What follows belongs to an exercise in optimizing a design on an open flow for small area and a short achievable clock period; a production flow would make more cautious choices.
At most, simulation tests tie the RTL to the original design; equivalence was not proved.

==> flow/design.v <==
module hd_calcu_4m(input [15:0] a,
                   output [4:0] hd
                  );
  wire c0, s0, c1, s1, c2, s2, c3, s3, c4, s4, c5, s5, c6, s6, c7, s7, c8, s8, c9, s9, c10, s10, c11, s11, c12, s12, c13, s13, c14, s14;
  ham_fa f0 (a[0], a[10], a[11], c0, s0);
  ham_fa f1 (a[12], a[13], a[14], c1, s1);
  ham_fa f2 (a[15], a[1], a[2], c2, s2);
  ham_fa f3 (a[3], a[4], a[5], c3, s3);
  ham_fa f4 (a[6], a[7], a[8], c4, s4);
  ham_fa f5 (a[9], s0, s1, c5, s5);
  ham_ha h6 (s2, s3, c6, s6);
  ham_fa f7 (s4, s6, s5, c7, s7);
  ham_fa f8 (c0, c1, c2, c8, s8);
  ham_fa f9 (c3, c4, c6, c9, s9);
  ham_ha h10 (c5, s8, c10, s10);
  ham_fa f11 (s9, s10, c7, c11, s11);
  ham_fa f12 (c8, c10, c9, c12, s12);
  ham_ha h13 (s12, c11, c13, s13);
  ham_ha h14 (c12, c13, c14, s14);
  assign hd[0] = s7;
  assign hd[1] = s11;
  assign hd[2] = s13;
  assign hd[3] = s14;
  assign hd[4] = c14;
endmodule
module ham_fa(input a, input b, input c, output co, output s);
  assign s  = a ^ b ^ c;
  assign co = (a & b) | (a & c) | (b & c);
endmodule
module ham_ha(input a, input b, output co, output s);
  assign s  = a ^ b;
  assign co = a & b;
endmodule
module ham(data_in, data_out, clk, resetn);
input [31:0] data_in;
input clk, resetn;
output reg [33:0] data_out;
wire p1 = data_out[1];
wire p0 = data_out[0];
wire [15:0] va, vb, vn;
genvar k;
generate
  for (k = 0; k < 16; k = k + 1) begin : pr
    ham_pair pp(data_in[2*k+1], data_in[2*k], data_out[2*k+3], data_out[2*k+2],
                va[k], vb[k], vn[k]);
  end
endgenerate
wire [4:0] A, B, N;
hd_calcu_4m ca(va, A);
hd_calcu_4m cb(vb, B);
hd_calcu_4m cn(vn, N);
function cout5;
  input [4:0] u, v;
  input c;
  reg cy;
  integer j;
  begin
    cy = c;
    for (j = 0; j < 5; j = j + 1)
      cy = (u[j] & v[j]) | (u[j] & cy) | (v[j] & cy);
    cout5 = cy;
  end
endfunction
wire [4:0] a8n = ~{A[4] | A[3], ~A[3], A[2:0]};
wire [4:0] rs, rc;
genvar m;
generate
  for (m = 0; m < 5; m = m + 1) begin : rw
    ham_fa f(B[m], a8n[m], N[m], rc[m], rs[m]);
  end
endgenerate
wire ie = A[4] | (A[3] & (~p1 | A[2] | A[1] | A[0]));
wire io = B[4] | (B[3] & (~(p1 & p0) | B[2] | B[1] | B[0])) |
          (~p1 & ~p0 & B[2] & B[1] & B[0]);
wire se = N[4] | (N[3] & (p0 | ~p1 | N[2] | N[1] | N[0])) |
          (p0 & ~p1 & N[2] & N[1] & N[0]);
wire so = rc[4] | cout5(rs, {rc[3:0], 1'b0}, ~p1);
wire is = cout5(A, ~N, ~p0);
wire eo = cout5(B, ~A, ~p0);
wire sel_i = ie & io & is;
wire sel_s = ~is & se & so;
wire sel_e = ~ie & ~se & eo;
wire c1 = ~sel_i & ~sel_s;
wire c0 = ~sel_i & ~sel_e;
wire inv1 = ~sel_e;           
wire inv0 = sel_i | sel_e;    
wire [33:0] nxt;
assign nxt[1:0] = {c1, c0};
generate
  for (k = 0; k < 16; k = k + 1) begin : ob
    ham_obit o1(sel_s, data_in[2*k],   data_in[2*k+1], inv1, nxt[2*k+3]);
    ham_obit o0(sel_s, data_in[2*k+1], data_in[2*k],   inv0, nxt[2*k+2]);
  end
endgenerate
always @(posedge clk, negedge resetn)
begin
  if (!resetn)
    data_out <= 34'd0;
  else
    data_out <= nxt;
end
endmodule
module ham_obit(input s, input u, input v, input inv, output o);
  assign o = s ? u : v ^ inv;
endmodule
module ham_pair(input d1, input d0, input q1, input q0,
                output a, output b, output n);
  wire y;
  ham_xor xa(d1, q1, a);
  ham_xor xb(d0, q0, b);
  ham_xor xy(q1, q0, y);
  ham_mxn mn(y, a, b, n);
endmodule
module ham_xor(input u, input v, output o);
  assign o = u ^ v;
endmodule
module ham_mxn(input s, input u, input v, output o);
  assign o = s ? u : ~v;
endmodule
==> flow/config.mk <==
export PLATFORM = sky130hd
export DESIGN_NAME = ham
export DESIGN_NICKNAME = ham
export VERILOG_FILES = /design/flow/design.v
export SDC_FILE = /design/flow/constraint.sdc
export NUM_CORES = 4
export LEC_CHECK = 0
export CAP_MARGIN = 20
export CORE_MARGIN = 2
export CORE_UTILIZATION = 60
export CTS_BUF_LIST = sky130_fd_sc_hd__clkbuf_8
export SETUP_SLACK_MARGIN = 4.5
export SLEW_MARGIN = 20
export SYNTH_HIERARCHICAL = 1
export SYNTH_MINIMUM_KEEP_SIZE = 0
==> flow/constraint.sdc <==
create_clock -name core_clock -period 12.5 [get_ports {clk}]
set_input_delay 2.5000 -clock core_clock [delete_from_list [all_inputs] [get_ports {clk}]]
set_output_delay 2.5000 -clock core_clock [all_outputs]
set_load 0.01 [all_outputs]
standard.sh (not shown) runs the stock make flow with config.mk's settings and CLKGATE_MAP_FILE= SYNTH_SCRIPT=/design/flow/synth_recipe.tcl, a recipe that flattens the netlist after the stock synthesis.
==> flow/flow/run.sh <==
#!/bin/bash
set -euo pipefail
export BUFFER_PORTS_ARGS="-buffer_cell sky130_fd_sc_hd__buf_1"
bash standard.sh > standard.log 2>&1
The first run completed without violations.
Edit:
--- a/flow/design.v
+++ b/flow/design.v
@@ -64,11 +64,11 @@
 wire [4:0] a8n = ~{A[4] | A[3], ~A[3], A[2:0]};
 wire [4:0] rs, rc;
 genvar m;
 generate
   for (m = 0; m < 5; m = m + 1) begin : rw
-    ham_fa f(B[m], a8n[m], N[m], rc[m], rs[m]);
+    ham_fa f(B[m], N[m], a8n[m], rc[m], rs[m]);
   end
 endgenerate
 wire ie = A[4] | (A[3] & (~p1 | A[2] | A[1] | A[0]));
 wire io = B[4] | (B[3] & (~(p1 & p0) | B[2] | B[1] | B[0])) |
           (~p1 & ~p0 & B[2] & B[1] & B[0]);
Outcome: Area after synthesis is unchanged; clock-buffer cell count is unchanged; worst setup slack is about the same; hold slack is worse by 0.053 ns; global-route usage shrinks by 0.60 points.
The RTL of the first run of this note was laid out without a check of its function.

---

ham, a different RTL version from the one above (not shown whole).
For scale: roughly 400 cells after synthesis, ~34 flip-flops, roughly 68 I/O pins, about 4100 um^2 of cells after synthesis.
==> module ham, before the edit <==
module ham(data_in, data_out, clk, resetn);
input [31:0] data_in;
input clk, resetn;
output reg [33:0] data_out;
wire p1 = data_out[1];
wire p0 = data_out[0];
wire [15:0] va, vb, vn;
genvar k;
generate
  for (k = 0; k < 16; k = k + 1) begin : pr
    wire d1 = data_in[2*k+1];
    wire d0 = data_in[2*k];
    wire q1 = data_out[2*k+3];
    wire q0 = data_out[2*k+2];
    wire y  = q1 ^ q0;
    assign va[k] = d1 ^ q1;
    assign vb[k] = d0 ^ q0;
    assign vn[k] = y ? va[k] : ~vb[k];
  end
endgenerate
wire [4:0] A, B, N;
hd_calcu_4m ca(va, A);
hd_calcu_4m cb(vb, B);
hd_calcu_4m cn(vn, N);
function cout5;
  input [4:0] u, v;
  input c;
  reg cy;
  integer j;
  begin
    cy = c;
    for (j = 0; j < 5; j = j + 1)
      cy = (u[j] & v[j]) | (u[j] & cy) | (v[j] & cy);
    cout5 = cy;
  end
endfunction
wire [4:0] a8n = ~{A[4] | A[3], ~A[3], A[2:0]};
wire [4:0] rs, rc;
genvar m;
generate
  for (m = 0; m < 5; m = m + 1) begin : rw
    ham_fa f(B[m], N[m], a8n[m], rc[m], rs[m]);
  end
endgenerate
wire ie = A[4] | (A[3] & (~p1 | A[2] | A[1] | A[0]));
wire io = B[4] | (B[3] & (~(p1 & p0) | B[2] | B[1] | B[0])) |
          (~p1 & ~p0 & B[2] & B[1] & B[0]);
wire se = N[4] | (N[3] & (p0 | ~p1 | N[2] | N[1] | N[0])) |
          (p0 & ~p1 & N[2] & N[1] & N[0]);
wire so = rc[4] | cout5(rs, {rc[3:0], 1'b0}, ~p1);
wire is = cout5(A, ~N, ~p0);
wire eo = cout5(B, ~A, ~p0);
wire sel_i = ie & io & is;
wire sel_s = ~is & se & so;
wire sel_e = ~ie & ~se & eo;
wire c1 = ~sel_i & ~sel_s;
wire c0 = ~sel_i & ~sel_e;
wire inv1 = ~(c1 & ~c0);    
wire inv0 = ~(c1 & c0);     
reg [33:0] nxt;
integer i;
always @(*) begin
  nxt[1:0] = {c1, c0};
  for (i = 0; i < 16; i = i + 1) begin
    nxt[2*i+3] = sel_s ? data_in[2*i]   : data_in[2*i+1] ^ inv1;
    nxt[2*i+2] = sel_s ? data_in[2*i+1] : data_in[2*i]   ^ inv0;
  end
end
always @(posedge clk, negedge resetn)
begin
  if (!resetn)
    data_out <= 34'd0;
  else
    data_out <= nxt;
end
endmodule
export LEC_CHECK = 0
export CAP_MARGIN = 20
export CORE_MARGIN = 2
export CORE_UTILIZATION = 60
export CTS_BUF_LIST = sky130_fd_sc_hd__clkbuf_8
export SETUP_SLACK_MARGIN = 5
export SLEW_MARGIN = 20
export SYNTH_HIERARCHICAL = 1
export SYNTH_MINIMUM_KEEP_SIZE = 0
create_clock -name core_clock -period 12.5 [get_ports {clk}]
Scripts as last shown in full above: flow/flow/run.sh
Next try:
--- a/flow/design.v
+++ b/flow/design.v
@@ -38,20 +38,14 @@
 wire p1 = data_out[1];
 wire p0 = data_out[0];
 wire [15:0] va, vb, vn;
 genvar k;
 generate
   for (k = 0; k < 16; k = k + 1) begin : pr
-    wire d1 = data_in[2*k+1];
-    wire d0 = data_in[2*k];
-    wire q1 = data_out[2*k+3];
-    wire q0 = data_out[2*k+2];
-    wire y  = q1 ^ q0;
-    assign va[k] = d1 ^ q1;
-    assign vb[k] = d0 ^ q0;
-    assign vn[k] = y ? va[k] : ~vb[k];
+    ham_pair pp(data_in[2*k+1], data_in[2*k], data_out[2*k+3], data_out[2*k+2],
+                va[k], vb[k], vn[k]);
   end
 endgenerate
 wire [4:0] A, B, N;
 hd_calcu_4m ca(va, A);
 hd_calcu_4m cb(vb, B);
 hd_calcu_4m cn(vn, N);
@@ -85,25 +79,41 @@
 wire eo = cout5(B, ~A, ~p0);
 wire sel_i = ie & io & is;
 wire sel_s = ~is & se & so;
 wire sel_e = ~ie & ~se & eo;
 wire c1 = ~sel_i & ~sel_s;
 wire c0 = ~sel_i & ~sel_e;
-wire inv1 = ~(c1 & ~c0);    
-wire inv0 = ~(c1 & c0);     
-reg [33:0] nxt;
-integer i;
-always @(*) begin
-  nxt[1:0] = {c1, c0};
-  for (i = 0; i < 16; i = i + 1) begin
-    nxt[2*i+3] = sel_s ? data_in[2*i]   : data_in[2*i+1] ^ inv1;
-    nxt[2*i+2] = sel_s ? data_in[2*i+1] : data_in[2*i]   ^ inv0;
+wire inv1 = ~sel_e;           
+wire inv0 = sel_i | sel_e;    
+wire [33:0] nxt;
+assign nxt[1:0] = {c1, c0};
+generate
+  for (k = 0; k < 16; k = k + 1) begin : ob
+    ham_obit o1(sel_s, data_in[2*k],   data_in[2*k+1], inv1, nxt[2*k+3]);
+    ham_obit o0(sel_s, data_in[2*k+1], data_in[2*k],   inv0, nxt[2*k+2]);
   end
-end
+endgenerate
 always @(posedge clk, negedge resetn)
 begin
   if (!resetn)
     data_out <= 34'd0;
   else
     data_out <= nxt;
 end
 endmodule
+module ham_obit(input s, input u, input v, input inv, output o);
+  assign o = s ? u : v ^ inv;
+endmodule
+module ham_pair(input d1, input d0, input q1, input q0,
+                output a, output b, output n);
+  wire y;
+  ham_xor xa(d1, q1, a);
+  ham_xor xb(d0, q0, b);
+  ham_xor xy(q1, q0, y);
+  ham_mxn mn(y, a, b, n);
+endmodule
+module ham_xor(input u, input v, output o);
+  assign o = u ^ v;
+endmodule
+module ham_mxn(input s, input u, input v, output o);
+  assign o = s ? u : ~v;
+endmodule
Outcome: The changed run finished with timing, DRC and antenna clean; area after synthesis drops by 18%; worst setup slack degrades by 79 ps; global-route usage climbs by 2.2 points; final area drops by 4.5%; utilization climbs by 11 points; die area drops by 18%; sequential cell count does not change; cell count drops by 3.7%; non-clock buffer count climbs by 2.

[port drivers added, routing unchanged]
Ports are ideal in the flow. The routed layouts listed here were re-timed in OpenROAD.
Step 1, drivers: a clkbuf_16 drives clk and a buf_2 each remaining input, both assumed.
Step 2 also shifts input and output timing later by t, the mid clock arrival at the registers, as if the neighbouring blocks saw the same clock.
Three values: ideal ports, drivers, drivers and shift; two values: the first two.
| run | t (ns) | setup slack, ns | worst setup path at the end | clock arrival spread, ns | slew at the worst register clock pin (ns) |
|---|---|---|---|---|---|
| the first run of note 1 | 0.304 | 5.198 / 5.205 / 4.901 | input to register | 0.003 / 0.004 | 0.06 / 0.06 |
| the second run of note 1 | 0.314 | 5.196 / 5.201 / 4.887 | input to register | 0.007 / 0.007 | 0.08 / 0.08 |
| the first run of note 2 | 0.321 | 5.240 / 5.237 / 4.916 | input to register | 0.009 / 0.008 | 0.08 / 0.08 |
| the second run of note 2 | 0.316 | 5.160 / 5.158 / 4.842 | input to register | 0.004 / 0.004 | 0.07 / 0.07 |
After both steps every run listed still meets setup and hold. For the first run of note 2, which loses most, drivers alone change the setup slack by -0.003 ns; drivers and shift together by -0.324 ns.
